From an optimization exercise on the open Yosys and OpenROAD flow, aimed at small area; shortcuts taken in it are not production practice. The RTL was checked by simulation tests, not by an equivalence proof against the original design. Power is estimated from default activity; no workload was simulated.

[config.mk]
export PLATFORM = sky130hd
export DESIGN_NAME = alu_top
export DESIGN_NICKNAME = alu_top
export VERILOG_FILES = /design/flow/design.v
export SDC_FILE = /design/flow/constraint.sdc
export NUM_CORES = 4
export LEC_CHECK = 0
export CAP_MARGIN = 20
export CORE_MARGIN = 2
export CORE_UTILIZATION = 65
export GPL_TIMING_DRIVEN = 0
export PLACE_DENSITY = 0.75
export SLEW_MARGIN = 20
export SYNTH_HIERARCHICAL = 1
export SYNTH_MINIMUM_KEEP_SIZE = 0
[constraint.sdc]
create_clock -name core_clock -period 8.0 [get_ports {clk}]
set_input_delay 1.6000 -clock core_clock [delete_from_list [all_inputs] [get_ports {clk}]]
set_output_delay 1.6000 -clock core_clock [all_outputs]
set_load 0.01 [all_outputs]
[design.v]
`timescale 1ns / 1ns
module alu_top(clk, a, b, s, result, zero);
input clk;
input [15:0] a, b;
input [3:0] s;
output reg [15:0] result;
output reg zero;
reg [15:0] a_q, b_q;
reg [3:0] s_q;
wire [15:0] alu_result;
wire alu_zero;
always @(posedge clk) begin
    a_q <= a;
    b_q <= b;
    s_q <= s;
    result <= alu_result;
    zero <= alu_zero;
end
alu u_alu(.a(a_q), .b(b_q), .s(s_q), .result(alu_result), .zero_detection(alu_zero));
endmodule

`timescale 1ns / 1ns
module three_to_one_mux(d0,d1,d2,s,y);
input [15:0] d0, d1, d2;
input [1:0] s;
output [15:0] y;
reg [15:0] y;
always@(d0 or d1 or d2 or s)
begin
case(s)
      2'b00  : y = d0;
      2'b01  : y = d1;
      2'b10  : y = d2;
      default : y = d0; 
endcase
end
endmodule
module rotate_right(n, value, result);
	input [15:0] n, value;
	output reg [15:0] result;
	reg [15:0] temp, temp2;
	always@(*)
	begin
		temp = 16'd0;
		temp2 = 16'd0;
		case(n[3:0])
			0:
				begin
				result = value;
				end
			1:
				begin
				temp = { {15 - 1 + 1{1'b0}}, value[1 - 1: 0] };
				temp2 = value >> 1;
				result = {temp[1 - 1: 0] , temp2[15 - 1: 0]};
				end
			2:
				begin
				temp = { {15 - 2 + 1{1'b0}}, value[2 - 1: 0] };
				temp2 = value >> 2;
				result = {temp[2 - 1: 0] , temp2[15 - 2: 0]};
				end
			3:
				begin
				temp = { {15 - 3 + 1{1'b0}}, value[3 - 1: 0] };
				temp2 = value >> 3;
				result = {temp[3 - 1: 0] , temp2[15 - 3: 0]};
				end
			4:
				begin
				temp = { {15 - 4 + 1{1'b0}}, value[4 - 1: 0] };
				temp2 = value >> 4;
				result = {temp[4 - 1: 0] , temp2[15 - 4: 0]};
				end
			5:
				begin
				temp = { {15 - 5 + 1{1'b0}}, value[5 - 1: 0] };
				temp2 = value >> 5;
				result = {temp[5 - 1: 0] , temp2[15 - 5: 0]};
				end
			6:
				begin
				temp = { {15 - 6 + 1{1'b0}}, value[6 - 1: 0] };
				temp2 = value >> 6;
				result = {temp[6 - 1: 0] , temp2[15 - 6: 0]};
				end
			7:
				begin
				temp = { {15 - 7 + 1{1'b0}}, value[7 - 1: 0] };
				temp2 = value >> 7;
				result = {temp[7 - 1: 0] , temp2[15 - 7: 0]};
				end
			8:
				begin
				temp = { {15 - 8 + 1{1'b0}}, value[8 - 1: 0] };
				temp2 = value >> 8;
				result = {temp[8 - 1: 0] , temp2[15 - 8: 0]};
				end
			9:
				begin
				temp = { {15 - 9 + 1{1'b0}}, value[9 - 1: 0] };
				temp2 = value >> 9;
				result = {temp[9 - 1: 0] , temp2[15 - 9: 0]};
				end
			10:
				begin
				temp = { {15 - 10 + 1{1'b0}}, value[10 - 1: 0] };
				temp2 = value >> 10;
				result = {temp[10 - 1: 0] , temp2[15 - 10: 0]};
				end
			11:
				begin
				temp = { {15 - 11 + 1{1'b0}}, value[11 - 1: 0] };
				temp2 = value >> 11;
				result = {temp[11 - 1: 0] , temp2[15 - 11: 0]};
				end
			12:
				begin
				temp = { {15 - 12 + 1{1'b0}}, value[12 - 1: 0] };
				temp2 = value >> 12;
				result = {temp[12 - 1: 0] , temp2[15 - 12: 0]};
				end
			13:
				begin
				temp = { {15 - 13 + 1{1'b0}}, value[13 - 1: 0] };
				temp2 = value >> 13;
				result = {temp[13 - 1: 0] , temp2[15 - 13: 0]};
				end
			14:
				begin
				temp = { {15 - 14 + 1{1'b0}}, value[14 - 1: 0] };
				temp2 = value >> 14;
				result = {temp[14 - 1: 0] , temp2[15 - 14: 0]};
				end
			15:
				begin
				temp = { {15 - 15 + 1{1'b0}}, value[15 - 1: 0] };
				temp2 = value >> 15;
				result = {temp[15 - 1: 0] , temp2[15 - 15: 0]};
				end
		endcase
	end
endmodule
module rotate_left(n, value, result);
	input [15:0] n, value;
	output reg [15:0] result;
	reg [15:0] temp, temp2;
	always@(*)
	begin
		temp = 16'd0;
		temp2 = 16'd0;
		case(n[3:0])
			0:
				begin
				result = value;
				end
			1:
				begin
				temp = { {15 - 1 + 1{1'b0}}, value[15:15 - 1 + 1] };
				temp2 = value << 1;
				result = {temp2[15:1] , temp[1 - 1:0]};
				end
			2:
				begin
				temp = { {15 - 2 + 1{1'b0}}, value[15:15 - 2 + 1] };
				temp2 = value << 2;
				result = {temp2[15:2] , temp[2 - 1:0]};
				end
			3:
				begin
				temp = { {15 - 3 + 1{1'b0}}, value[15:15 - 3 + 1] };
				temp2 = value << 3;
				result = {temp2[15:3] , temp[3 - 1:0]};
				end
			4:
				begin
				temp = { {15 - 4 + 1{1'b0}}, value[15:15 - 4 + 1] };
				temp2 = value << 4;
				result = {temp2[15:4] , temp[4 - 1:0]};
				end
			5:
				begin
				temp = { {15 - 5 + 1{1'b0}}, value[15:15 - 5 + 1] };
				temp2 = value << 5;
				result = {temp2[15:5] , temp[5 - 1:0]};
				end
			6:
				begin
				temp = { {15 - 6 + 1{1'b0}}, value[15:15 - 6 + 1] };
				temp2 = value << 6;
				result = {temp2[15:6] , temp[6 - 1:0]};
				end
			7:
				begin
				temp = { {15 - 7 + 1{1'b0}}, value[15:15 - 7 + 1] };
				temp2 = value << 7;
				result = {temp2[15:7] , temp[7 - 1:0]};
				end
			8:
				begin
				temp = { {15 - 8 + 1{1'b0}}, value[15:15 - 8 + 1] };
				temp2 = value << 8;
				result = {temp2[15:8] , temp[8 - 1:0]};
				end
			9:
				begin
				temp = { {15 - 9 + 1{1'b0}}, value[15:15 - 9 + 1] };
				temp2 = value << 9;
				result = {temp2[15:9] , temp[9 - 1:0]};
				end
			10:
				begin
				temp = { {15 - 10 + 1{1'b0}}, value[15:15 - 10 + 1] };
				temp2 = value << 10;
				result = {temp2[15:10] , temp[10 - 1:0]};
				end
			11:
				begin
				temp = { {15 - 11 + 1{1'b0}}, value[15:15 - 11 + 1] };
				temp2 = value << 11;
				result = {temp2[15:11] , temp[11 - 1:0]};
				end
			12:
				begin
				temp = { {15 - 12 + 1{1'b0}}, value[15:15 - 12 + 1] };
				temp2 = value << 12;
				result = {temp2[15:12] , temp[12 - 1:0]};
				end
			13:
				begin
				temp = { {15 - 13 + 1{1'b0}}, value[15:15 - 13 + 1] };
				temp2 = value << 13;
				result = {temp2[15:13] , temp[13 - 1:0]};
				end
			14:
				begin
				temp = { {15 - 14 + 1{1'b0}}, value[15:15 - 14 + 1] };
				temp2 = value << 14;
				result = {temp2[15:14] , temp[14 - 1:0]};
				end
			15:
				begin
				temp = { {15 - 15 + 1{1'b0}}, value[15:15 - 15 + 1] };
				temp2 = value << 15;
				result = {temp2[15:15] , temp[15 - 1:0]};
				end
		endcase
	end
endmodule
`timescale 1ns / 1ns
module alu(a, b, s, result, zero_detection);
  input [15:0] a, b;
  input [3:0] s;
  output [15:0] result;
  output zero_detection;
  wire c_shr   = s[3] & ~s[2] & s[1] & s[0];           
  wire c_andor = s[3] & s[2] & ~s[1];                  
  wire c_arith = s[3] & (s[2] ~^ s[1]);                
  wire c_cmp   = s[3] & ~s[2] & ~s[1];                 
  wire b_small = (b[15:4] == 12'd0);
  wire keep    = s[3] ? (s[2] | s[1] & b_small) : (s[2:0] == 3'b001);
  wire [15:0] a_rev = {a[0], a[1], a[2], a[3], a[4], a[5], a[6], a[7],
                       a[8], a[9], a[10], a[11], a[12], a[13], a[14], a[15]};
  wire rev;
  alu_and3b u_rev(.a(s[1]), .b(s[0]), .cn(s[2]), .y(rev));
  wire [15:0] xn;
  genvar gi, gj;
  generate
    for (gi = 0; gi < 16; gi = gi + 1) begin : g_x
      alu_mux2i u_x(.a(a[gi]), .b(a_rev[gi]), .s(rev), .y(xn[gi]));
    end
  endgenerate
  wire ysel_b = ~s[3];
  wire [3:0] dlo = {4{s[3] & ~s[2] & s[1]}} & (4'd1 << b[1:0]);
  wire [3:0] dhi = 4'd1 << b[3:2];
  wire y_one = s[3] & (s[2] ~^ s[1]);
  wire [15:0] yn;
  alu_aoi221 u_y0(.a1(ysel_b), .a2(b[0]), .b1(dlo[0]), .b2(dhi[0]), .c(y_one), .y(yn[0]));
  generate
    for (gi = 1; gi < 16; gi = gi + 1) begin : g_y
      alu_aoi22 u_y(.a1(ysel_b), .a2(b[gi]), .b1(dlo[gi%4]), .b2(dhi[gi/4]), .y(yn[gi]));
    end
  endgenerate
  wire inv = ~s[2] | (s[1] & ~s[0]);
  wire k_e = c_arith | (c_andor & ~s[0]);
  wire [15:0] en;
  generate
    for (gi = 0; gi < 16; gi = gi + 1) begin : g_e
      wire ea_n, eb_n;
      alu_nand2 u_ea(.a(a[gi]), .b(c_andor), .y(ea_n));
      alu_xnor u_eb(.a(b[gi]), .b(inv), .y(eb_n));
      alu_maj3 u_e(.a(ea_n), .b(eb_n), .c(~k_e), .y(en[gi]));
    end
  endgenerate
  wire [15:0] e = ~en;
  wire cin = c_arith & ~s[0];
  wire t15 = c_cmp & s[0];
  wire [255:0] pp;
  generate
    for (gi = 0; gi < 16; gi = gi + 1) begin : g_pp_i
      for (gj = 0; gj < 16 - gi; gj = gj + 1) begin : g_pp_j
        if (gj == 1) begin : g_e
          alu_oai21 u_pp(.a1(xn[gi]), .a2(yn[gj]), .b(en[gi+1]), .y(pp[gi*16+gj]));
        end else begin : g_p
          alu_nor2 u_pp(.a(xn[gi]), .b(yn[gj]), .y(pp[gi*16+gj]));
        end
      end
    end
  endgenerate
  wire fs0, fc1;
  alu_fa u_fs0(.a(cin), .b(e[0]), .c(pp[0]), .s(fs0), .co(fc1));
  wire fs2, fc3;
  alu_fa u_fs2(.a(pp[16]), .b(pp[1]), .c(fc1), .s(fs2), .co(fc3));
  wire hs4, hc5;
  alu_ha u_hs4(.a(pp[17]), .b(pp[2]), .s(hs4), .co(hc5));
  wire fs6, fc7;
  alu_fa u_fs6(.a(pp[32]), .b(hs4), .c(fc3), .s(fs6), .co(fc7));
  wire hs8, hc9;
  alu_ha u_hs8(.a(pp[18]), .b(pp[33]), .s(hs8), .co(hc9));
  wire fs10, fc11;
  alu_fa u_fs10(.a(pp[3]), .b(pp[48]), .c(hc5), .s(fs10), .co(fc11));
  wire fs12, fc13;
  alu_fa u_fs12(.a(hs8), .b(fs10), .c(fc7), .s(fs12), .co(fc13));
  wire hs14, hc15;
  alu_ha u_hs14(.a(pp[19]), .b(pp[34]), .s(hs14), .co(hc15));
  wire fs16, fc17;
  alu_fa u_fs16(.a(pp[49]), .b(pp[4]), .c(pp[64]), .s(fs16), .co(fc17));
  wire fs18, fc19;
  alu_fa u_fs18(.a(hc9), .b(hs14), .c(fs16), .s(fs18), .co(fc19));
  wire fs20, fc21;
  alu_fa u_fs20(.a(fc11), .b(fs18), .c(fc13), .s(fs20), .co(fc21));
  wire hs22, hc23;
  alu_ha u_hs22(.a(pp[20]), .b(pp[35]), .s(hs22), .co(hc23));
  wire fs24, fc25;
  alu_fa u_fs24(.a(pp[50]), .b(pp[5]), .c(pp[65]), .s(fs24), .co(fc25));
  wire fs26, fc27;
  alu_fa u_fs26(.a(pp[80]), .b(hc15), .c(hs22), .s(fs26), .co(fc27));
  wire fs28, fc29;
  alu_fa u_fs28(.a(fc17), .b(fs24), .c(fs26), .s(fs28), .co(fc29));
  wire fs30, fc31;
  alu_fa u_fs30(.a(fc19), .b(fs28), .c(fc21), .s(fs30), .co(fc31));
  wire hs32, hc33;
  alu_ha u_hs32(.a(pp[21]), .b(pp[36]), .s(hs32), .co(hc33));
  wire fs34, fc35;
  alu_fa u_fs34(.a(pp[51]), .b(pp[66]), .c(pp[6]), .s(fs34), .co(fc35));
  wire fs36, fc37;
  alu_fa u_fs36(.a(pp[81]), .b(pp[96]), .c(hc23), .s(fs36), .co(fc37));
  wire fs38, fc39;
  alu_fa u_fs38(.a(hs32), .b(fc25), .c(fs34), .s(fs38), .co(fc39));
  wire fs40, fc41;
  alu_fa u_fs40(.a(fs36), .b(fc27), .c(fs38), .s(fs40), .co(fc41));
  wire fs42, fc43;
  alu_fa u_fs42(.a(fc29), .b(fs40), .c(fc31), .s(fs42), .co(fc43));
  wire hs44, hc45;
  alu_ha u_hs44(.a(pp[112]), .b(pp[22]), .s(hs44), .co(hc45));
  wire fs46, fc47;
  alu_fa u_fs46(.a(pp[37]), .b(pp[52]), .c(pp[67]), .s(fs46), .co(fc47));
  wire fs48, fc49;
  alu_fa u_fs48(.a(pp[7]), .b(pp[82]), .c(pp[97]), .s(fs48), .co(fc49));
  wire fs50, fc51;
  alu_fa u_fs50(.a(hc33), .b(hs44), .c(fc35), .s(fs50), .co(fc51));
  wire fs52, fc53;
  alu_fa u_fs52(.a(fs46), .b(fs48), .c(fc37), .s(fs52), .co(fc53));
  wire fs54, fc55;
  alu_fa u_fs54(.a(fc39), .b(fs50), .c(fs52), .s(fs54), .co(fc55));
  wire fs56, fc57;
  alu_fa u_fs56(.a(fc41), .b(fs54), .c(fc43), .s(fs56), .co(fc57));
  wire hs58, hc59;
  alu_ha u_hs58(.a(pp[113]), .b(pp[128]), .s(hs58), .co(hc59));
  wire fs60, fc61;
  alu_fa u_fs60(.a(pp[23]), .b(pp[38]), .c(pp[53]), .s(fs60), .co(fc61));
  wire fs62, fc63;
  alu_fa u_fs62(.a(pp[68]), .b(pp[83]), .c(pp[8]), .s(fs62), .co(fc63));
  wire fs64, fc65;
  alu_fa u_fs64(.a(pp[98]), .b(hc45), .c(hs58), .s(fs64), .co(fc65));
  wire fs66, fc67;
  alu_fa u_fs66(.a(fc47), .b(fc49), .c(fs60), .s(fs66), .co(fc67));
  wire fs68, fc69;
  alu_fa u_fs68(.a(fs62), .b(fs64), .c(fc51), .s(fs68), .co(fc69));
  wire fs70, fc71;
  alu_fa u_fs70(.a(fs66), .b(fc53), .c(fs68), .s(fs70), .co(fc71));
  wire fs72, fc73;
  alu_fa u_fs72(.a(fc55), .b(fs70), .c(fc57), .s(fs72), .co(fc73));
  wire hs74, hc75;
  alu_ha u_hs74(.a(pp[114]), .b(pp[129]), .s(hs74), .co(hc75));
  wire fs76, fc77;
  alu_fa u_fs76(.a(pp[144]), .b(pp[24]), .c(pp[39]), .s(fs76), .co(fc77));
  wire fs78, fc79;
  alu_fa u_fs78(.a(pp[54]), .b(pp[69]), .c(pp[84]), .s(fs78), .co(fc79));
  wire fs80, fc81;
  alu_fa u_fs80(.a(pp[99]), .b(pp[9]), .c(hc59), .s(fs80), .co(fc81));
  wire fs82, fc83;
  alu_fa u_fs82(.a(hs74), .b(fc61), .c(fc63), .s(fs82), .co(fc83));
  wire fs84, fc85;
  alu_fa u_fs84(.a(fs76), .b(fs78), .c(fs80), .s(fs84), .co(fc85));
  wire fs86, fc87;
  alu_fa u_fs86(.a(fc65), .b(fc67), .c(fs82), .s(fs86), .co(fc87));
  wire fs88, fc89;
  alu_fa u_fs88(.a(fs84), .b(fc69), .c(fs86), .s(fs88), .co(fc89));
  wire fs90, fc91;
  alu_fa u_fs90(.a(fc71), .b(fs88), .c(fc73), .s(fs90), .co(fc91));
  wire fs92, fc93;
  alu_fa u_fs92(.a(pp[100]), .b(pp[10]), .c(pp[115]), .s(fs92), .co(fc93));
  wire fs94, fc95;
  alu_fa u_fs94(.a(pp[130]), .b(pp[145]), .c(pp[160]), .s(fs94), .co(fc95));
  wire fs96, fc97;
  alu_fa u_fs96(.a(pp[25]), .b(pp[40]), .c(pp[55]), .s(fs96), .co(fc97));
  wire fs98, fc99;
  alu_fa u_fs98(.a(pp[70]), .b(pp[85]), .c(hc75), .s(fs98), .co(fc99));
  wire fs100, fc101;
  alu_fa u_fs100(.a(fc77), .b(fc79), .c(fs92), .s(fs100), .co(fc101));
  wire fs102, fc103;
  alu_fa u_fs102(.a(fs94), .b(fs96), .c(fc81), .s(fs102), .co(fc103));
  wire fs104, fc105;
  alu_fa u_fs104(.a(fs98), .b(fc83), .c(fs100), .s(fs104), .co(fc105));
  wire fs106, fc107;
  alu_fa u_fs106(.a(fc85), .b(fs102), .c(fc87), .s(fs106), .co(fc107));
  wire fs108, fc109;
  alu_fa u_fs108(.a(fs104), .b(fc89), .c(fs106), .s(fs108), .co(fc109));
  wire fs110, fc111;
  alu_fa u_fs110(.a(pp[101]), .b(pp[116]), .c(pp[11]), .s(fs110), .co(fc111));
  wire fs112, fc113;
  alu_fa u_fs112(.a(pp[131]), .b(pp[146]), .c(pp[161]), .s(fs112), .co(fc113));
  wire fs114, fc115;
  alu_fa u_fs114(.a(pp[176]), .b(pp[26]), .c(pp[41]), .s(fs114), .co(fc115));
  wire fs116, fc117;
  alu_fa u_fs116(.a(pp[56]), .b(pp[71]), .c(pp[86]), .s(fs116), .co(fc117));
  wire fs118, fc119;
  alu_fa u_fs118(.a(fc93), .b(fc95), .c(fc97), .s(fs118), .co(fc119));
  wire fs120, fc121;
  alu_fa u_fs120(.a(fs110), .b(fs112), .c(fs114), .s(fs120), .co(fc121));
  wire fs122, fc123;
  alu_fa u_fs122(.a(fs116), .b(fc99), .c(fc101), .s(fs122), .co(fc123));
  wire fs124, fc125;
  alu_fa u_fs124(.a(fs118), .b(fc103), .c(fs120), .s(fs124), .co(fc125));
  wire fs126, fc127;
  alu_fa u_fs126(.a(fc105), .b(fs122), .c(fs124), .s(fs126), .co(fc127));
  wire fs128, fc129;
  alu_fa u_fs128(.a(fc107), .b(fs126), .c(fc109), .s(fs128), .co(fc129));
  wire fs130, fc131;
  alu_fa u_fs130(.a(pp[102]), .b(pp[117]), .c(pp[12]), .s(fs130), .co(fc131));
  wire fs132, fc133;
  alu_fa u_fs132(.a(pp[132]), .b(pp[147]), .c(pp[162]), .s(fs132), .co(fc133));
  wire fs134, fc135;
  alu_fa u_fs134(.a(pp[177]), .b(pp[192]), .c(pp[27]), .s(fs134), .co(fc135));
  wire fs136, fc137;
  alu_fa u_fs136(.a(pp[42]), .b(pp[57]), .c(pp[72]), .s(fs136), .co(fc137));
  wire fs138, fc139;
  alu_fa u_fs138(.a(pp[87]), .b(fc111), .c(fc113), .s(fs138), .co(fc139));
  wire fs140, fc141;
  alu_fa u_fs140(.a(fc115), .b(fc117), .c(fs130), .s(fs140), .co(fc141));
  wire fs142, fc143;
  alu_fa u_fs142(.a(fs132), .b(fs134), .c(fs136), .s(fs142), .co(fc143));
  wire fs144, fc145;
  alu_fa u_fs144(.a(fc119), .b(fc121), .c(fs138), .s(fs144), .co(fc145));
  wire fs146, fc147;
  alu_fa u_fs146(.a(fs140), .b(fs142), .c(fc123), .s(fs146), .co(fc147));
  wire fs148, fc149;
  alu_fa u_fs148(.a(fc125), .b(fs144), .c(fs146), .s(fs148), .co(fc149));
  wire fs150, fc151;
  alu_fa u_fs150(.a(fc127), .b(fs148), .c(fc129), .s(fs150), .co(fc151));
  wire fs152, fc153;
  alu_fa u_fs152(.a(pp[103]), .b(pp[118]), .c(pp[133]), .s(fs152), .co(fc153));
  wire fs154, fc155;
  alu_fa u_fs154(.a(pp[13]), .b(pp[148]), .c(pp[163]), .s(fs154), .co(fc155));
  wire fs156, fc157;
  alu_fa u_fs156(.a(pp[178]), .b(pp[193]), .c(pp[208]), .s(fs156), .co(fc157));
  wire fs158, fc159;
  alu_fa u_fs158(.a(pp[28]), .b(pp[43]), .c(pp[58]), .s(fs158), .co(fc159));
  wire fs160, fc161;
  alu_fa u_fs160(.a(pp[73]), .b(pp[88]), .c(fc131), .s(fs160), .co(fc161));
  wire fs162, fc163;
  alu_fa u_fs162(.a(fc133), .b(fc135), .c(fc137), .s(fs162), .co(fc163));
  wire fs164, fc165;
  alu_fa u_fs164(.a(fs152), .b(fs154), .c(fs156), .s(fs164), .co(fc165));
  wire fs166, fc167;
  alu_fa u_fs166(.a(fs158), .b(fc139), .c(fc141), .s(fs166), .co(fc167));
  wire fs168, fc169;
  alu_fa u_fs168(.a(fs160), .b(fc143), .c(fs162), .s(fs168), .co(fc169));
  wire fs170, fc171;
  alu_fa u_fs170(.a(fs164), .b(fc145), .c(fs166), .s(fs170), .co(fc171));
  wire fs172, fc173;
  alu_fa u_fs172(.a(fs168), .b(fc147), .c(fs170), .s(fs172), .co(fc173));
  wire fs174, fc175;
  alu_fa u_fs174(.a(fc149), .b(fs172), .c(fc151), .s(fs174), .co(fc175));
  wire fs176, fc177;
  alu_fa u_fs176(.a(pp[104]), .b(pp[119]), .c(pp[134]), .s(fs176), .co(fc177));
  wire fs178, fc179;
  alu_fa u_fs178(.a(pp[149]), .b(pp[14]), .c(pp[164]), .s(fs178), .co(fc179));
  wire fs180, fc181;
  alu_fa u_fs180(.a(pp[179]), .b(pp[194]), .c(pp[209]), .s(fs180), .co(fc181));
  wire fs182, fc183;
  alu_fa u_fs182(.a(pp[224]), .b(pp[29]), .c(pp[44]), .s(fs182), .co(fc183));
  wire fs184, fc185;
  alu_fa u_fs184(.a(pp[59]), .b(pp[74]), .c(pp[89]), .s(fs184), .co(fc185));
  wire fs186, fc187;
  alu_fa u_fs186(.a(fc153), .b(fc155), .c(fc157), .s(fs186), .co(fc187));
  wire fs188, fc189;
  alu_fa u_fs188(.a(fc159), .b(fs176), .c(fs178), .s(fs188), .co(fc189));
  wire fs190, fc191;
  alu_fa u_fs190(.a(fs180), .b(fs182), .c(fs184), .s(fs190), .co(fc191));
  wire fs192, fc193;
  alu_fa u_fs192(.a(fc161), .b(fc163), .c(fc165), .s(fs192), .co(fc193));
  wire fs194, fc195;
  alu_fa u_fs194(.a(fs186), .b(fs188), .c(fs190), .s(fs194), .co(fc195));
  wire fs196, fc197;
  alu_fa u_fs196(.a(fc167), .b(fc169), .c(fs192), .s(fs196), .co(fc197));
  wire fs198, fc199;
  alu_fa u_fs198(.a(fs194), .b(fc171), .c(fs196), .s(fs198), .co(fc199));
  wire fs200, fc201;
  alu_fa u_fs200(.a(fc173), .b(fs198), .c(fc175), .s(fs200), .co(fc201));
  wire xs202;
  alu_xor u_xs202(.a(t15), .b(pp[105]), .y(xs202));
  wire xs203;
  alu_xor u_xs203(.a(pp[120]), .b(pp[135]), .y(xs203));
  wire xs204;
  alu_xor u_xs204(.a(pp[150]), .b(pp[15]), .y(xs204));
  wire xs205;
  alu_xor u_xs205(.a(pp[165]), .b(pp[180]), .y(xs205));
  wire xs206;
  alu_xor u_xs206(.a(pp[195]), .b(pp[210]), .y(xs206));
  wire xs207;
  alu_xor u_xs207(.a(pp[225]), .b(pp[240]), .y(xs207));
  wire xs208;
  alu_xor u_xs208(.a(pp[30]), .b(pp[45]), .y(xs208));
  wire xs209;
  alu_xor u_xs209(.a(pp[60]), .b(pp[75]), .y(xs209));
  wire xs210;
  alu_xor u_xs210(.a(pp[90]), .b(xs202), .y(xs210));
  wire xs211;
  alu_xor u_xs211(.a(xs203), .b(xs204), .y(xs211));
  wire xs212;
  alu_xor u_xs212(.a(xs205), .b(xs206), .y(xs212));
  wire xs213;
  alu_xor u_xs213(.a(xs207), .b(xs208), .y(xs213));
  wire xs214;
  alu_xor u_xs214(.a(xs209), .b(xs210), .y(xs214));
  wire xs215;
  alu_xor u_xs215(.a(xs211), .b(xs212), .y(xs215));
  wire xs216;
  alu_xor u_xs216(.a(xs213), .b(fc177), .y(xs216));
  wire xs217;
  alu_xor u_xs217(.a(fc179), .b(fc181), .y(xs217));
  wire xs218;
  alu_xor u_xs218(.a(fc183), .b(fc185), .y(xs218));
  wire xs219;
  alu_xor u_xs219(.a(xs214), .b(xs215), .y(xs219));
  wire xs220;
  alu_xor u_xs220(.a(xs216), .b(xs217), .y(xs220));
  wire xs221;
  alu_xor u_xs221(.a(xs218), .b(xs219), .y(xs221));
  wire xs222;
  alu_xor u_xs222(.a(xs220), .b(fc187), .y(xs222));
  wire xs223;
  alu_xor u_xs223(.a(fc189), .b(fc191), .y(xs223));
  wire xs224;
  alu_xor u_xs224(.a(xs221), .b(xs222), .y(xs224));
  wire xs225;
  alu_xor u_xs225(.a(xs223), .b(xs224), .y(xs225));
  wire xs226;
  alu_xor u_xs226(.a(fc193), .b(fc195), .y(xs226));
  wire xs227;
  alu_xor u_xs227(.a(xs225), .b(xs226), .y(xs227));
  wire xs228;
  alu_xor u_xs228(.a(fc197), .b(xs227), .y(xs228));
  wire xs229;
  alu_xor u_xs229(.a(xs228), .b(fc199), .y(xs229));
  wire xs230;
  alu_xor u_xs230(.a(xs229), .b(fc201), .y(xs230));
  wire ix231;
  alu_xor u_ix231(.a(fs108), .b(fc91), .y(ix231));
  wire in232, ix233;
  alu_nand2 u_in232(.a(fs108), .b(fc91), .y(in232));
  alu_xnor u_ix233(.a(fs128), .b(in232), .y(ix233));
  wire ia234;
  alu_and2 u_ia234(.a(fs108), .b(fs128), .y(ia234));
  wire in235, ix236;
  alu_nand2 u_in235(.a(ia234), .b(fc91), .y(in235));
  alu_xnor u_ix236(.a(fs150), .b(in235), .y(ix236));
  wire ia237;
  alu_and2 u_ia237(.a(ia234), .b(fs150), .y(ia237));
  wire in238, ix239;
  alu_nand2 u_in238(.a(ia237), .b(fc91), .y(in238));
  alu_xnor u_ix239(.a(fs174), .b(in238), .y(ix239));
  wire ia240;
  alu_and2 u_ia240(.a(ia237), .b(fs174), .y(ia240));
  wire in241, ix242;
  alu_nand2 u_in241(.a(ia240), .b(fc91), .y(in241));
  alu_xnor u_ix242(.a(fs200), .b(in241), .y(ix242));
  wire ia243;
  alu_and2 u_ia243(.a(ia240), .b(fs200), .y(ia243));
  wire in244, ix245;
  alu_nand2 u_in244(.a(ia243), .b(fc91), .y(in244));
  alu_xnor u_ix245(.a(xs230), .b(in244), .y(ix245));
  wire ina246;
  alu_nand2 u_ina246(.a(ia243), .b(xs230), .y(ina246));
  wire [15:0] p = {ix245, ix242, ix239, ix236, ix233, ix231, fs90, fs72, fs56, fs42, fs30, fs20, fs12, fs6, fs2, fs0};
  wire blk_or = fs108 | fs128 | fs150 | fs174 | fs200 | xs230;
  wire blk_nand = ina246;
  wire late = fc91;
  wire top_ne = a[15] ^ b[15];
  wire cmp_top = a[15] ^ ~s[0];
  wire keep_p = keep & ~c_cmp;
  wire sel_p = keep_p & ~c_shr;
  wire sel_r = keep_p & c_shr;
  wire sel_c = c_cmp & ~top_ne;                        
  wire one_c = c_cmp & top_ne & cmp_top;               
  alu_ao221 u_r0(.a1(p[0]), .a2(sel_p), .b1(p[15]), .b2(sel_r | sel_c), .c(one_c), .y(result[0]));
  generate
    for (gi = 1; gi < 16; gi = gi + 1) begin : g_r
      alu_ao22 u_r(.a1(p[gi]), .a2(sel_p), .b1(p[15-gi]), .b2(sel_r), .y(result[gi]));
    end
  endgenerate
  wire hi_or;
  alu_mux2 u_hi(.a(blk_or), .b(blk_nand), .s(late), .y(hi_or));
  wire hi_or9;
  alu_or2 u_hi9(.a(hi_or), .b(p[9]), .y(hi_or9));
  wire lo_or = keep_p & (p[8:0] != 9'd0) | one_c;
  alu_aoi221 u_z(.a1(keep_p), .a2(hi_or9), .b1(sel_c), .b2(p[15]), .c(lo_or), .y(zero_detection));
endmodule
module alu_fa(a, b, c, s, co);
  input a, b, c;
  output s, co;
  assign s = a ^ b ^ c;
  assign co = (a & b) | (a & c) | (b & c);
endmodule
module alu_ha(a, b, s, co);
  input a, b;
  output s, co;
  assign s = a ^ b;
  assign co = a & b;
endmodule
module alu_xor(a, b, y);
  input a, b;
  output y;
  assign y = a ^ b;
endmodule
module alu_xnor(a, b, y);
  input a, b;
  output y;
  assign y = ~(a ^ b);
endmodule
module alu_nand2(a, b, y);
  input a, b;
  output y;
  assign y = ~(a & b);
endmodule
module alu_and2(a, b, y);
  input a, b;
  output y;
  assign y = a & b;
endmodule
module alu_nor2(a, b, y);
  input a, b;
  output y;
  assign y = ~(a | b);
endmodule
module alu_oai21(a1, a2, b, y);
  input a1, a2, b;
  output y;
  assign y = ~((a1 | a2) & b);
endmodule
module alu_aoi22(a1, a2, b1, b2, y);
  input a1, a2, b1, b2;
  output y;
  assign y = ~((a1 & a2) | (b1 & b2));
endmodule
module alu_maj3(a, b, c, y);
  input a, b, c;
  output y;
  assign y = (a & b) | (a & c) | (b & c);
endmodule
module alu_or2(a, b, y);
  input a, b;
  output y;
  assign y = a | b;
endmodule
module alu_mux2(a, b, s, y);
  input a, b, s;
  output y;
  assign y = s ? b : a;
endmodule
module alu_mux2i(a, b, s, y);
  input a, b, s;
  output y;
  assign y = ~(s ? b : a);
endmodule
module alu_and3b(a, b, cn, y);
  input a, b, cn;
  output y;
  assign y = a & b & ~cn;
endmodule
module alu_ao22(a1, a2, b1, b2, y);
  input a1, a2, b1, b2;
  output y;
  assign y = (a1 & a2) | (b1 & b2);
endmodule
module alu_ao221(a1, a2, b1, b2, c, y);
  input a1, a2, b1, b2, c;
  output y;
  assign y = (a1 & a2) | (b1 & b2) | c;
endmodule
module alu_aoi221(a1, a2, b1, b2, c, y);
  input a1, a2, b1, b2, c;
  output y;
  assign y = ~((a1 & a2) | (b1 & b2) | c);
endmodule
[flow/run.sh]
#!/bin/bash
# The standard layout (standard.sh: the standard synthesis, then ORFS to
# finish) with three ORFS options: the smallest buffer, sky130_fd_sc_hd__buf_1,
# on every port; the buffers Yosys/ABC put in removed before placement (ORFS
# re-buffers where slew, capacitance or timing need it); ABC sizing its gates
# for a light load (ABC_LOAD_IN_FF=1), so they start small; and ORFS's power
# recovery (downsizing gates off the critical paths) after global routing.
set -euo pipefail
bash standard.sh "BUFFER_PORTS_ARGS=-buffer_cell sky130_fd_sc_hd__buf_1" REMOVE_ABC_BUFFERS=1 RECOVER_POWER=100 ABC_LOAD_IN_FF=1 finish > orfs_make.log 2>&1
[standard.sh]
#!/bin/bash
# synth_recipe.tcl (not shown) runs the flow's synth.tcl, then flattens the netlist and writes it again
# the make line also repeats each setting of config.mk as NAME=value (left out here)
make -C /OpenROAD-flow-scripts/flow DESIGN_CONFIG=/design/flow/config.mk WORK_HOME=/design/flow/orfs CLKGATE_MAP_FILE= SYNTH_SCRIPT=/design/flow/synth_recipe.tcl "${@:-finish}"
==> flow_metrics.env, run 1 <==
export IMPL_clock_power_share=0.125
export IMPL_grt_pass1_vias=4283
export IMPL_gp_congestion=0.913
export IMPL_firstDrtPassIters=5
export IMPL_cp_start_kind="flip-flop"
export IMPL_numCtsBuffers=5
export IMPL_maxCapViolCount=0
export IMPL_track_usage=0.327
export IMPL_avgSynthCellArea_um2=10.4
export IMPL_p_int_uw=810
export IMPL_switching_share=0.468
export IMPL_seq_area_um2=1060
export IMPL_synth_cell_types=33
export IMPL_ys_seq_area_frac=0.211
export IMPL_area_delta_synth_final_pct=10.9
export IMPL_pwr_share_comb=0.665
export IMPL_hpwl_um=10100
export IMPL_clock_skew_ns=0.0131
export IMPL_routedWlPerCell_um=19.6
export IMPL_setup_viol=0
export IMPL_clkSinkCount=53
export IMPL_synth_top_area_cell="fa_1"
export IMPL_grt_ovfl_total=0
export IMPL_r2r_end="zero$_DFF_P_"
export IMPL_final_cells=657
export IMPL_synth_area_leaders="fa_1 37%, dfxtp_1 21%, nor2_1 9.6%, xor2_1 5.4%, xnor2_1 3.7%"
export IMPL_fp_dieH_um=91.9
export IMPL_finalCritPeriodShare=0.944
export IMPL_syn_inst=484
export IMPL_path_class="flip-flop to flip-flop"
export IMPL_hold_class="flip-flop to flip-flop"
export IMPL_dp_cells=648
export IMPL_pin_count=54
export IMPL_synth_top_cell_area_share=0.370
export IMPL_power_density_nw_per_um2=273
export IMPL_vias=4045
export IMPL_outcome="timing/DRC/antenna clean"
export IMPL_tightest_slew_ns=1.19
export IMPL_end_kind="flip-flop"
export IMPL_start_util=0.661
export IMPL_finalNetCount=692
export IMPL_drive_gt1_frac=0.0793
export IMPL_rsz0062_at_grt="false"
export IMPL_antenna_found_initial=0
export IMPL_cts_resized=0
export IMPL_ir_worst_vdd_uv=329
export IMPL_pre_cts_ws_ns=0.197
export IMPL_power_switching_uw=714
export IMPL_grt_max_degree=19
export IMPL_power_share_sequential=0.210
export IMPL_clk_pin_slew_ns=0.09
export IMPL_p_leak_nw=2.40
export IMPL_relSlewSlack=0.203
export IMPL_fin_util=0.733
export IMPL_vias_per_cell=6.16
export IMPL_cts_tree="yes"
export IMPL_netlist_area_um2=5030
export IMPL_ctsHoldBuffers=0
export IMPL_setup_slack_ns=0.448
export IMPL_final_max_slew_viol_count=0
export IMPL_cts_post_setup_buffers_inserted=0
export IMPL_finalHoldViolCount=0
export IMPL_setup_tns_ns=0
export IMPL_multi_input_area_um2=3970
export IMPL_drt_iter0_markers=377
export IMPL_critical_path_required_ns=8.22
export IMPL_dieWidth_um=91.9
export IMPL_r2r_start="s_q[2]$_DFF_P_"
export IMPL_min_period_ns=7.55
export IMPL_path_max_fanout=9
export IMPL_root_buffer="clkbuf_8"
export IMPL_clockBufferDepth=2
export IMPL_diodes=0
export IMPL_hold_path_cell_count=3
export IMPL_grt_pass1_wl_um=21100
export IMPL_drtAntennaViolNets=0
export IMPL_fill_cells=587
export IMPL_holdPathEnd="zero$_DFF_P_"
export IMPL_drc=0
export IMPL_yosysWarnings=7
export IMPL_ys_ff_latch=53
export IMPL_max_freq_mhz=132
export IMPL_drt_total_wl_um=12800
export IMPL_io_buffer_count=53
export IMPL_clock_latency_ns=0.32
export IMPL_core_area_um2=7610
export IMPL_placementRows=32
export IMPL_ff2ff_path_depth=20
export IMPL_htree_levels=2
export IMPL_min_delay_start="s_q[3]$_DFF_P_"
export IMPL_die_area_um2=8450
export IMPL_arrival_ns=7.77
export IMPL_r2r_setup_slack_ns=0.45
## synthesized netlist by cell type, drive strengths merged
library cell and count:
or2 1, or3 1, dfxtp 53, a21o 1
a31o 1, and2 5, nor3 3, a22o 15
mux2 1, mux2i 17, o21ai 17, buf 1
nor4 7, ha 8, a22oi 15, o211ai 1
nor2b 4, and3 2, xnor2 21, maj3 16
nand2 28, nand2b 2, nor4b 1, inv 3
a221o 1, nor2 129, nand3 2, and3b 1
fa 93, a221oi 2, a21boi 1, xor2 31
## power groups by stage
| stage | Clock (mW) | Sequential [mW] | Combinational (mW) |
|---|---|---|---|
| after floorplan | 0 | 0.335 | 0.700 |
| final | 0.191 | 0.320 | 1.01 |
| after CTS | 0.194 | 0.320 | 1.01 |
| after detailed placement | 0 | 0.326 | 1.01 |
| after global routing | 0.205 | 0.323 | 1.10 |
| after global placement | 0 | 0.324 | 0.962 |
## cells in the final DEF (no fill, tap or decap), types with 6 or more instances in the layout
cell     Yosys  final
xnor2_1     21     21
nand2_1     28     28
a22oi_1     15     15
fa_1        93     93
maj3_2      16     16
buf_4        0      6
dfxtp_1     53     53
mux2i_2      0      6
o21ai_1     15     15
a22o_1      15     15
ha_1         8      8
nor2_1     129    129
mux2i_1     17     11
buf_1        0     53
xor2_1      31     31
nor4_1       7      7
## worst max path at each step
stage               slack [ns]      startpoint           end  cells past startpoint
floorplan                 0.48  s_q[1]$_DFF_P_  zero$_DFF_P_                     20
global placement         -0.42  s_q[1]$_DFF_P_  zero$_DFF_P_                     20
detailed placement        0.20  s_q[0]$_DFF_P_  zero$_DFF_P_                     18
CTS                       0.15  s_q[0]$_DFF_P_  zero$_DFF_P_                     18
global route              0.07  s_q[2]$_DFF_P_  zero$_DFF_P_                     20
finish                    0.45  s_q[2]$_DFF_P_  zero$_DFF_P_                     20
## routing by layer
metal  track usage  up-vias  part of all wire
met5             0        -                 0
met1         0.409     2022              0.38
met3        0.0608       40             0.071
met4         0.114        0             0.031
met2         0.571      224              0.52
li1              -     1759                 -
## Yosys stat by module (local to each module, per instance), a selection
module | cells inside | cell area (um2)
alu_top | 53 | 1060
alu | 49 | 282
alu_fa | 1 | 20.0
alu_mux2i | 1 | 10.0
alu_ao221 | 1 | 10.0
alu_aoi221 | 1 | 8.76
alu_and3b | 1 | 8.76
## flip-flops by register name, indices dropped and copies added, names as in the netlist
| register | flops |
|---|---|
| a_q | 16 |
| b_q | 16 |
| result | 16 |
| s_q | 4 |
| zero | 1 |
## metrics by stage
stage / hold slack (ns) / instance area [um2] / total power, mW
after global routing: 0.860 / 5580 / 1.63
after global placement: 0.739 / 5340 / 1.29
after floorplan: 0.675 / 5010 / 1.03
after detailed placement: 0.767 / 5460 / 1.34
final: 0.779 / 5580 / 1.52
after CTS: 0.781 / 5570 / 1.53
## critical path: stages, from the launching register on
cell	delay (ns)
dfxtp_1	0.49
nand2b_1	0.29
nor2_1	0.15
and3_1	0.27
a22oi_1	0.83
nor2_1	0.19
fa_1	0.50
fa_1	0.53
fa_1	0.43
fa_1	0.40
fa_1	0.41
fa_1	0.39
fa_1	0.41
fa_1	0.39
fa_1	0.38
xor2_1	0.24
nor4_1	0.21
nand2_1	0.08
mux2_1	0.29
or2_0	0.27
a221oi_1	0.29
## cell families after synthesis
logic type / Yosys count / synth area share
DFF: 53 / 0.211
AOI/OAI and AO/OA: 54 / 0.0784
xor gates and xnor gates: 52 / 0.0906
buffers and inverters: 4 / 0.00448
muxes: 18 / 0.0361
and+or+nand+nor: 186 / 0.153
adders and majority gates: 117 / 0.426
## final cells by class
cell class	count	area share
multi-input cells	427	0.712
inverters	3	0.00202
clock buffers	6	0.0130
well taps	102	0.0229
flip-flops and latches	53	0.190
clock inverters	2	0.00696
repair buffers	64	0.0527
==> run 2, diff against run 1 <==
--- a/config.mk
+++ b/config.mk
@@ -7,3 +7,3 @@
 export LEC_CHECK = 0
-export CAP_MARGIN = 20
+export CAP_MARGIN = 5
 export CORE_MARGIN = 2
@@ -12,3 +12,3 @@
 export PLACE_DENSITY = 0.75
-export SLEW_MARGIN = 20
+export SLEW_MARGIN = 5
 export SYNTH_HIERARCHICAL = 1
==> flow_metrics.env, run 2 <==
export IMPL_synth_area_leaders="fa_1 37%, dfxtp_1 21%, nor2_1 9.6%, xor2_1 5.4%, xnor2_1 3.7%"
export IMPL_multi_input_area_um2=3980
export IMPL_antenna_found_initial=0
export IMPL_setup_viol=0
export IMPL_grt_pass1_wl_um=20700
export IMPL_fp_dieH_um=91.9
export IMPL_area_delta_synth_final_pct=10.2
export IMPL_placementRows=32
export IMPL_drtAntennaViolNets=0
export IMPL_drt_total_wl_um=12600
export IMPL_yosysWarnings=7
export IMPL_vias_per_cell=6.08
export IMPL_reg_largest_list="a_q: 16 flops, b_q: 16 flops, result: 16 flops"
export IMPL_maxCapViolCount=0
export IMPL_synthTopCellsByCount="129 x nor2_1, 93 x fa_1, 53 x dfxtp_1, 31 x xor2_1, 28 x nand2_1"
export IMPL_ys_ff_latch=53
export IMPL_clkSinkCount=53
export IMPL_diodes=0
export IMPL_netlist_area_um2=5030
export IMPL_ys_seq_area_frac=0.211
export IMPL_firstDrtPassIters=5
export IMPL_p_leak_nw=2.37
export IMPL_power_density_nw_per_um2=269
export IMPL_synthArstFlopShare=0
export IMPL_final_cell_mix="129 x nor2_1, 93 x fa_1, 53 x dfxtp_1, 53 x buf_1, 31 x xor2_1"
export IMPL_outcome="timing/DRC/antenna clean"
export IMPL_min_period_ns=7.59
export IMPL_rsz0062_at_grt="false"
export IMPL_io_buffer_count=53
export IMPL_yosysMostFrequentCell="nor2_1"
export IMPL_drt_iter0_markers=310
export IMPL_grt_pass1_vias=4227
export IMPL_path_max_fanout=15
export IMPL_report_power_total_mw=1.49
export IMPL_synth_edf_count=0
export IMPL_setup_slack_ns=0.413
export IMPL_final_common_cell="nor2_1"
export IMPL_grt_ovfl_total=0
export IMPL_grt_util_met2=0.547
export IMPL_hold_path_cell_count=3
export IMPL_final_cells=653
export IMPL_synth_top_area_cell="fa_1"
export IMPL_finalHoldViolCount=0
export IMPL_syn_inst=484
export IMPL_met3_usage=0.0592
export IMPL_gp_congestion=0.913
export IMPL_vias=3967
export IMPL_hpwl_um=9900
export IMPL_pre_cts_ws_ns=-0.0122
export IMPL_dp_cells=644
export IMPL_numCtsBuffers=5
export IMPL_root_buffer="clkbuf_8"
export IMPL_path_class="flip-flop to flip-flop"
export IMPL_relSlewSlack=0.153
export IMPL_drive_gt1_frac=0.0762
export IMPL_finalNetCount=688
export IMPL_setup_tns_ns=0
export IMPL_dieWidth_um=91.9
export IMPL_ir_worst_vdd_uv=340
export IMPL_final_max_slew_viol_count=0
export IMPL_drc=0
export IMPL_htree_levels=2
export IMPL_clock_skew_ns=0.0118
export IMPL_max_freq_mhz=132
export IMPL_ctsHoldBuffers=0
export IMPL_synth_flop_cell="dfxtp_1"
export IMPL_fill_cells=577
export IMPL_arrival_ns=7.81
export IMPL_track_usage=0.320
export IMPL_end_kind="flip-flop"
export IMPL_tightest_slew_ns=1.27
export IMPL_critical_path_required_ns=8.22
export IMPL_routedWlPerCell_um=19.3
export IMPL_seq_area_um2=1060
export IMPL_finalCritPeriodShare=0.948
export IMPL_cp_start_kind="flip-flop"
export IMPL_grt_max_degree=19
export IMPL_synth_top_cell_area_share=0.370
export IMPL_ff2ff_path_depth=21
export IMPL_cts_tree="yes"
export IMPL_fin_util=0.728
export IMPL_clk_pin_slew_ns=0.10
export IMPL_die_area_um2=8450
export IMPL_avgSynthCellArea_um2=10.4
export IMPL_pin_count=54
export IMPL_synth_cell_types=33
export IMPL_hold_class="flip-flop to flip-flop"
export IMPL_core_area_um2=7610
export IMPL_use_met1=0.401
export IMPL_clock_latency_ns=0.31
export IMPL_clockBufferDepth=2
export IMPL_start_util=0.661
export IMPL_gr_max_usage_layer="met2"
[run 2: cells by family (layout without fill, tap and decap cells)]
group	count (synthesis)	after routing	synth area share
simple gates	186	186	0.153
fa+ha+maj	117	117	0.426
compound gates	54	54	0.0784
flops	53	53	0.211
xor+xnor	52	52	0.0906
mux	18	18	0.0361
buf+inv	4	71	0.00448
[run 2: layout make-up]
| type | count | area share |
|---|---|---|
| well taps | 102 | 0.0230 |
| clock buffers | 6 | 0.0131 |
| flip-flops and latches | 53 | 0.192 |
| multi-input cells | 427 | 0.719 |
| repair buffers | 60 | 0.0488 |
| inverters | 3 | 0.00203 |
| clock inverters | 2 | 0.00271 |
[run 2: critical path, cell delays in order (launching register included)]
cell and delay (ns):
dfxtp_1 0.48, nand2b_1 0.29, nor2_1 0.16, nand2_1 0.10, nor2_1 0.08, a22oi_1 0.97
o21ai_1 0.25, fa_1 0.46, fa_1 0.43, fa_1 0.49, fa_1 0.40, fa_1 0.42
fa_1 0.39, fa_1 0.41, fa_1 0.40, fa_1 0.38, xor2_1 0.24, nor4_1 0.21
nand2_1 0.08, mux2_1 0.29, or2_0 0.27, a221oi_1 0.29
[run 2: path summary, 6_finish.rpt]
path | startpoint | end | slack (ns)
min | s_q[3]$_DFF_P_ | zero$_DFF_P_ | 0.80
max | s_q[2]$_DFF_P_ | zero$_DFF_P_ | 0.41
min reg2reg | s_q[3]$_DFF_P_ | zero$_DFF_P_ | 0.80
max reg2reg | s_q[2]$_DFF_P_ | zero$_DFF_P_ | 0.41
[run 2: stage by stage]
stage          hold WS, ns  area [um2]
3_5_place_dp         0.780        5430
3_3_place_gp         0.739        5340
2_1_floorplan        0.675        5010
4_1_cts              0.797        5520
5_1_grt              0.862        5540
6_report             0.798        5540
[run 2: power breakdown]
| group | total (mW) | internal (mW) | switching, mW | leakage (nW) |
|---|---|---|---|---|
| Combinational | 1.02 | 0.414 | 0.602 | 1.89 |
| Sequential | 0.319 | 0.301 | 0.0178 | 0.444 |
| Clock | 0.156 | 0.0620 | 0.0939 | 0.0374 |
| Total | 1.49 | 0.777 | 0.713 | 2.37 |
[run 2: timing repair]
item | 4_1_cts | 5_1_grt
buffers inserted | 0 | 0
setup endpoints to repair | 1 | 3
resized for setup | 1 | 3
[run 2: per-module statistics from Yosys, one instance, submodules excluded, a selection]
module      area [um2]  flip-flops and latches
alu                282                       0
alu_and2          6.26                       0
alu_and3b         8.76                       0
alu_aoi221        8.76                       0
alu_fa            20.0                       0
alu_maj3          11.3                       0
alu_mux2i         10.0                       0
alu_nand2         3.75                       0
alu_nor2          3.75                       0
alu_or2           6.26                       0
alu_xor           8.76                       0
[run 2: routing by layer]
metal / up-vias / share of wire
met2: 247 / 0.50
met3: 43 / 0.090
li1: 1751 / -
met5: - / 0
met4: 0 / 0.034
met1: 1926 / 0.37
==> run 3, diff against run 2 <==
--- a/config.mk
+++ b/config.mk
@@ -10,2 +10,3 @@
 export CORE_UTILIZATION = 65
+export CTS_BUF_LIST = sky130_fd_sc_hd__clkbuf_4 sky130_fd_sc_hd__clkbuf_8
 export GPL_TIMING_DRIVEN = 0
==> flow_metrics.env, run 3 <==
export IMPL_synth_flop_cell="dfxtp_1"
export IMPL_r2r_setup_slack_ns=0.42
export IMPL_dp_cells=644
export IMPL_cts_post_setup_buffers_inserted=0
export IMPL_fin_area_um2=5540
export IMPL_yosysWarnings=7
export IMPL_placementRows=32
export IMPL_synth_simple_gate_area_frac=0.153
export IMPL_whs_ns=0.796
export IMPL_synth_mux_area_fraction=0.0361
export IMPL_drt_total_wl_um=12600
export IMPL_gp_congestion=0.913
export IMPL_grt_util_met2=0.550
export IMPL_final_cells=653
export IMPL_path_max_fanout=15
export IMPL_setup_slack_ns=0.418
export IMPL_synth_top_cell_area_share=0.370
export IMPL_syn_inst=484
export IMPL_synth_xor_area_frac=0.0906
export IMPL_finalCritPeriodShare=0.948
export IMPL_root_buffer="clkbuf_8"
export IMPL_hpwl_um=9900
export IMPL_cp_start_kind="flip-flop"
export IMPL_r2r_start="s_q[2]$_DFF_P_"
export IMPL_path_class="flip-flop to flip-flop"
export IMPL_synth_edf_count=0
export IMPL_min_delay_start="s_q[3]$_DFF_P_"
export IMPL_clock_latency_ns=0.31
export IMPL_hold_path_cell_count=3
export IMPL_firstDrtPassIters=5
export IMPL_antenna_found_initial=0
export IMPL_synth_top_area_cell="fa_1"
export IMPL_pin_count=54
export IMPL_ys_ff_latch=53
export IMPL_cts_tree="yes"
export IMPL_finalHoldViolCount=0
export IMPL_clkSinkCount=53
export IMPL_dieWidth_um=91.9
export IMPL_grt_pass1_wl_um=20700
export IMPL_finalNetCount=688
export IMPL_numCtsBuffers=5
export IMPL_use_met1=0.398
export IMPL_drtAntennaViolNets=0
export IMPL_report_power_total_mw=1.50
export IMPL_gr_max_usage_layer="met2"
export IMPL_avgSynthCellArea_um2=10.4
export IMPL_fp_dieH_um=91.9
export IMPL_end_kind="flip-flop"
export IMPL_synth_fa_ha_area_frac=0.426
export IMPL_diodes=0
export IMPL_ys_seq_area_frac=0.211
export IMPL_netlist_area_um2=5030
export IMPL_tightest_slew_ns=1.28
export IMPL_fill_cells=578
export IMPL_synth_area_leaders="fa_1 37%, dfxtp_1 21%, nor2_1 9.6%, xor2_1 5.4%, xnor2_1 3.7%"
export IMPL_relSlewSlack=0.148
export IMPL_vias_per_cell=6.09
export IMPL_ctsHoldBuffers=0
export IMPL_ir_worst_vdd_uv=345
export IMPL_ff2ff_path_depth=21
export IMPL_area_delta_synth_final_pct=10.3
export IMPL_grt_ovfl_total=0
export IMPL_final_common_cell="nor2_1"
export IMPL_io_buffer_count=53
export IMPL_yosysMostFrequentCell="nor2_1"
export IMPL_synthArstFlopShare=0
export IMPL_fin_util=0.729
export IMPL_die_area_um2=8450
export IMPL_core_area_um2=7610
export IMPL_maxCapViolCount=0
export IMPL_synth_compound_area_frac=0.0784
export IMPL_seq_area_um2=1060
export IMPL_routedWlPerCell_um=19.3
export IMPL_vias=3974
export IMPL_setup_viol=0
export IMPL_reg_largest_list="a_q: 16 flops, b_q: 16 flops, result: 16 flops"
export IMPL_drc=0
export IMPL_critical_path_required_ns=8.22
export IMPL_outcome="timing/DRC/antenna clean"
export IMPL_start_util=0.661
export IMPL_multi_input_area_um2=3980
export IMPL_grt_max_degree=19
export IMPL_met3_usage=0.0608
export IMPL_r2r_end="zero$_DFF_P_"
export IMPL_drt_iter0_markers=293
export IMPL_p_leak_nw=2.37
export IMPL_htree_levels=2
export IMPL_grt_pass1_vias=4255
export IMPL_track_usage=0.319
export IMPL_pre_cts_ws_ns=-0.0122
export IMPL_min_period_ns=7.58
export IMPL_rsz0062_at_grt="false"
export IMPL_synth_top_family_by_area="adder cells"
export IMPL_hold_class="flip-flop to flip-flop"
export IMPL_holdPathEnd="zero$_DFF_P_"
export IMPL_placed_area_um2=5430
export IMPL_max_freq_mhz=132
export IMPL_drive_gt1_frac=0.0780
export IMPL_synthTopCellsByCount="129 x nor2_1, 93 x fa_1, 53 x dfxtp_1, 31 x xor2_1, 28 x nand2_1"
export IMPL_power_density_nw_per_um2=270
export IMPL_clockBufferDepth=2
export IMPL_setup_tns_ns=0
export IMPL_synth_cell_types=33
export IMPL_clk_pin_slew_ns=0.10
export IMPL_clock_skew_ns=0.0124
export IMPL_final_max_slew_viol_count=0
export IMPL_final_cell_mix="129 x nor2_1, 93 x fa_1, 53 x dfxtp_1, 53 x buf_1, 31 x xor2_1"
export IMPL_arrival_ns=7.80
-- run 3: changes by cell type in the layout (fill, tap and decap cells not counted) --
cell and change:
clkbuf_1 -1, clkbuf_4 +1
-- run 3: worst max path at each step --
stage / start / end / slack, ns / depth (start not counted)
global route: s_q[2]$_DFF_P_ / zero$_DFF_P_ / 0.05 / 21
detailed placement: s_q[0]$_DFF_P_ / zero$_DFF_P_ / -0.01 / 18
CTS: s_q[0]$_DFF_P_ / zero$_DFF_P_ / 0.05 / 18
floorplan: s_q[1]$_DFF_P_ / zero$_DFF_P_ / 0.48 / 20
finish: s_q[2]$_DFF_P_ / zero$_DFF_P_ / 0.42 / 21
global placement: s_q[1]$_DFF_P_ / zero$_DFF_P_ / -0.42 / 20
-- run 3: logic make-up after synthesis --
kind of cell,Yosys count
XOR/XNOR,52
flip-flops,53
AO/OA/AOI/OAI,54
adder cells (fa/ha/maj),117
buffers and inverters,4
AND/OR/NAND/NOR,186
multiplexers,18
-- run 3: timing repair --
| action | in CTS | in global routing |
|---|---|---|
| resized for setup | 1 | 3 |
| pin swaps | 0 | 0 |
| endpoints found under the setup margin | 1 | 3 |
| hold endpoints to repair | 0 | 0 |
| cloned | 0 | 0 |
-- run 3: final cells by class --
| class | count | area share |
|---|---|---|
| clock buffers | 6 | 0.0138 |
| clock inverters | 2 | 0.00271 |
| inverters | 3 | 0.00203 |
| multi-input cells | 427 | 0.718 |
| flip-flops and latches | 53 | 0.191 |
| well taps | 102 | 0.0230 |
| repair buffers | 60 | 0.0488 |
-- run 3: critical path: stages (launching register included) --
cell and delay [ns]:
dfxtp_1 0.48, nand2b_1 0.29, nor2_1 0.15, nand2_1 0.09, nor2_1 0.08, a22oi_1 0.98
o21ai_1 0.25, fa_1 0.46, fa_1 0.43, fa_1 0.49, fa_1 0.40, fa_1 0.41
fa_1 0.39, fa_1 0.41, fa_1 0.40, fa_1 0.38, xor2_1 0.24, nor4_1 0.21
nand2_1 0.08, mux2_1 0.29, or2_0 0.27, a221oi_1 0.29
-- run 3: power breakdown --
group,internal [mW],total (mW),switching (mW)
clock,0.0654,0.158,0.0930
combinational,0.414,1.02,0.604
sequential,0.301,0.319,0.0177
-- run 3: per-module statistics from Yosys, one instance, submodules excluded, a selection --
module	times used	flip-flops and latches	cell area (um2)	cells
alu_mux2	1	0	11.3	1
alu_and3b	1	0	8.76	1
alu_xor	30	0	8.76	1
alu_ao221	1	0	10.0	1
alu_maj3	16	0	11.3	1
alu_oai21	15	0	5.00	1
alu_mux2i	16	0	10.0	1
alu_top	1	53	1060	53
alu_ao22	15	0	8.76	1
alu_nand2	22	0	3.75	1
alu_and2	4	0	6.26	1
alu_ha	8	0	12.5	1
alu_nor2	121	0	3.75	1
alu_aoi221	2	0	8.76	1
-- run 3: metal layers --
layer,vias to the layer above,routed length [um],part of all wire
met3,51,1040,0.082
met2,228,6350,0.50
met4,0,505,0.040
met1,1947,4710,0.37
li1,1748,-,-
met5,-,0,0
==> run 4, diff against run 3 <==
--- a/flow/run.sh
+++ b/flow/run.sh
@@ -7,3 +7,5 @@
 # recovery (downsizing gates off the critical paths) after global routing.
+# Clock tree synthesis runs with ORFS's default arguments plus
+# -dont_use_dummy_load, so it adds no load cells that drive nothing.
 set -euo pipefail
-bash standard.sh "BUFFER_PORTS_ARGS=-buffer_cell sky130_fd_sc_hd__buf_1" REMOVE_ABC_BUFFERS=1 RECOVER_POWER=100 ABC_LOAD_IN_FF=1 finish > orfs_make.log 2>&1
+bash standard.sh "BUFFER_PORTS_ARGS=-buffer_cell sky130_fd_sc_hd__buf_1" REMOVE_ABC_BUFFERS=1 RECOVER_POWER=100 ABC_LOAD_IN_FF=1 "CTS_ARGS=-sink_clustering_enable -repair_clock_nets -dont_use_dummy_load -sink_clustering_size 60 -sink_clustering_max_diameter 200" finish > orfs_make.log 2>&1
--- a/config.mk
+++ b/config.mk
@@ -10,3 +10,2 @@
 export CORE_UTILIZATION = 65
-export CTS_BUF_LIST = sky130_fd_sc_hd__clkbuf_4 sky130_fd_sc_hd__clkbuf_8
 export GPL_TIMING_DRIVEN = 0
==> flow_metrics.env, run 4 <==
export IMPL_antenna_found_initial=0
export IMPL_die_area_um2=8450
export IMPL_maxCapViolCount=0
export IMPL_setup_viol=0
export IMPL_synth_top_area_cell="fa_1"
export IMPL_path_max_fanout=15
export IMPL_gp_congestion=0.913
export IMPL_fin_util=0.726
export IMPL_yosysWarnings=7
export IMPL_synth_top_cell_area_share=0.370
export IMPL_critical_path_required_ns=8.22
export IMPL_max_freq_mhz=130
export IMPL_ir_worst_vdd_uv=340
export IMPL_pin_count=54
export IMPL_fp_dieH_um=91.9
export IMPL_min_delay_start="s_q[3]$_DFF_P_"
export IMPL_syn_inst=484
export IMPL_grt_ovfl_total=0
export IMPL_power_density_nw_per_um2=268
export IMPL_yosysMostFrequentCell="nor2_1"
export IMPL_p_leak_nw=2.37
export IMPL_diodes=0
export IMPL_cts_tree="yes"
export IMPL_dieWidth_um=91.9
export IMPL_fin_area_um2=5520
export IMPL_ys_seq_area_frac=0.211
export IMPL_finalNetCount=688
export IMPL_rsz0062_at_grt="false"
export IMPL_final_cell_mix="129 x nor2_1, 93 x fa_1, 53 x dfxtp_1, 53 x buf_1, 31 x xor2_1"
export IMPL_grt_max_degree=19
export IMPL_htree_levels=2
export IMPL_clkSinkCount=53
export IMPL_outcome="timing/DRC/antenna clean"
export IMPL_hold_class="flip-flop to flip-flop"
export IMPL_grt_pass1_vias=4229
export IMPL_hold_path_cell_count=3
export IMPL_drt_iter0_markers=351
export IMPL_track_usage=0.320
export IMPL_start_util=0.661
export IMPL_final_common_cell="nor2_1"
export IMPL_end_kind="flip-flop"
export IMPL_finalHoldViolCount=0
export IMPL_numCtsBuffers=5
export IMPL_core_area_um2=7610
export IMPL_cp_start_kind="flip-flop"
export IMPL_synth_cell_types=33
export IMPL_synth_flop_cell="dfxtp_1"
export IMPL_r2r_end="zero$_DFF_P_"
export IMPL_synthArstFlopShare=0
export IMPL_area_delta_synth_final_pct=9.83
export IMPL_final_max_slew_viol_count=0
export IMPL_r2r_start="s_q[2]$_DFF_P_"
export IMPL_r2r_setup_slack_ns=0.30
export IMPL_firstDrtPassIters=5
export IMPL_avgSynthCellArea_um2=10.4
export IMPL_vias=3965
export IMPL_path_class="flip-flop to flip-flop"
export IMPL_min_period_ns=7.70
export IMPL_grt_pass1_wl_um=20700
export IMPL_drtAntennaViolNets=0
export IMPL_routedWlPerCell_um=19.4
export IMPL_arrival_ns=7.91
export IMPL_clock_skew_ns=0.0111
export IMPL_clk_pin_slew_ns=0.10
export IMPL_cts_post_setup_buffers_inserted=0
export IMPL_synth_edf_count=0
export IMPL_ff2ff_path_depth=21
export IMPL_ys_ff_latch=53
export IMPL_io_buffer_count=53
export IMPL_netlist_area_um2=5030
export IMPL_tightest_slew_ns=1.35
export IMPL_clock_latency_ns=0.31
export IMPL_synth_area_leaders="fa_1 37%, dfxtp_1 21%, nor2_1 9.6%, xor2_1 5.4%, xnor2_1 3.7%"
export IMPL_drc=0
export IMPL_holdPathEnd="zero$_DFF_P_"
export IMPL_clockBufferDepth=2
export IMPL_finalCritPeriodShare=0.962
export IMPL_reg_largest_list="a_q: 16 flops, b_q: 16 flops, result: 16 flops"
export IMPL_synthTopCellsByCount="129 x nor2_1, 93 x fa_1, 53 x dfxtp_1, 31 x xor2_1, 28 x nand2_1"
export IMPL_hpwl_um=9900
export IMPL_root_buffer="clkbuf_8"
export IMPL_placed_area_um2=5430
export IMPL_ctsHoldBuffers=0
export IMPL_drive_gt1_frac=0.0730
export IMPL_drt_total_wl_um=12600
export IMPL_relSlewSlack=0.0973
export IMPL_vias_per_cell=6.10
export IMPL_placementRows=32
run 4: report_power, final:
| group | leakage (nW) | switching (mW) | internal, mW |
|---|---|---|---|
| Sequential | 0.444 | 0.0178 | 0.301 |
| Clock | 0.0359 | 0.0858 | 0.0569 |
| Combinational | 1.89 | 0.603 | 0.414 |
| Total | 2.37 | 0.707 | 0.773 |
run 4: cells by family after synthesis:
group / share of synthesized area
AOI/OAI and AO/OA: 0.0784
xor gates and xnor gates: 0.0906
adders and majority gates: 0.426
buffers and inverters: 0.00448
DFF: 0.211
muxes: 0.0361
and+or+nand+nor: 0.153
run 4: critical path: stages (launching register included):
cell	delay, ns
dfxtp_1	0.49
nand2b_1	0.30
nor2_1	0.16
nand2_1	0.10
nor2_1	0.09
a22oi_1	1.03
o21ai_1	0.26
fa_1	0.46
fa_1	0.43
fa_1	0.49
fa_1	0.40
fa_1	0.41
fa_1	0.39
fa_1	0.41
fa_1	0.40
fa_1	0.38
xor2_1	0.24
nor4_1	0.21
nand2_1	0.08
mux2_1	0.29
or2_0	0.28
a221oi_1	0.29
run 4: metrics by stage:
stage	cells	setup slack, ns	setup TNS, ns	total power [mW]	hold WS, ns
after global routing	650	0.0155	0	1.58	0.862
after floorplan	483	0.484	0	1.03	0.675
final	650	0.305	0	1.48	0.795
after global placement	638	-0.425	-0.734	1.29	0.739
after detailed placement	644	-0.0122	-0.0122	1.34	0.780
after CTS	649	0.0795	0	1.48	0.797
run 4: area by class of cell:
type / count / area [um2]
repair buffers: 60 / 270
inverters: 3 / 11.3
well taps: 102 / 128
fillers: 582 / 2090
clock buffers: 5 / 68.8
flip-flops and latches: 53 / 1060
multi-input cells: 427 / 3980
run 4: layer usage:
layer  track usage  wire length, um
met3        0.0551             1090
met5             0                0
met1         0.401             4750
met4         0.128              471
met2         0.553             6320
run 4: per-module statistics from Yosys, one instance, submodules excluded, excerpt:
module     cells  times used  flops+latches  cell area (um2)
alu_oai21      1          15              0             5.00
alu_xor        1          30              0             8.76
alu_fa         1          93              0             20.0
alu_or2        1           1              0             6.26
alu_aoi22      1          15              0             7.51
alu_and3b      1           1              0             8.76
alu_ha         1           8              0             12.5
run 4: worst max-delay path by stage:
stage | endpoint | slack (ns) | startpoint
2_1_floorplan | zero$_DFF_P_ | 0.48 | s_q[1]$_DFF_P_
3_3_place_gp | zero$_DFF_P_ | -0.42 | s_q[1]$_DFF_P_
3_5_place_dp | zero$_DFF_P_ | -0.01 | s_q[0]$_DFF_P_
4_1_cts | zero$_DFF_P_ | 0.08 | s_q[0]$_DFF_P_
5_1_grt | zero$_DFF_P_ | 0.02 | s_q[2]$_DFF_P_
6_report | zero$_DFF_P_ | 0.30 | s_q[2]$_DFF_P_
run 4: what timing repair did:
item                       CTS  global route
gates resized for setup      1             3
gates cloned                 0             0
setup endpoints to repair    1             3
hold endpoints to repair     0             0

## what the ideal ports hide
Ports are ideal in the flow. The routed layouts listed here were re-timed in OpenROAD. Step 1 assumes that a clkbuf_16 drives the clock port and a buf_2 every other input. Step 2 moves the port delays by t, midway between the first and last clock arrival at a register: inputs arrive t later, outputs are due t later. That takes back most of the time a late clock gives input paths. Slacks: no drivers / after step 1 / after step 2; pairs: no drivers / after step 1.
| run | shift t [ns] | setup WS [ns] | pins driven straight from the clock port |
|---|---|---|---|
| run 1 | 0.340 | 0.448 / 0.448 / 0.448 | 1 |
| run 2 | 0.333 | 0.413 / 0.413 / 0.413 | 1 |
| run 3 | 0.330 | 0.418 / 0.418 / 0.418 | 1 |
| run 4 | 0.328 | 0.305 / 0.305 / 0.305 | 1 |
After both steps every run listed still meets setup and hold.
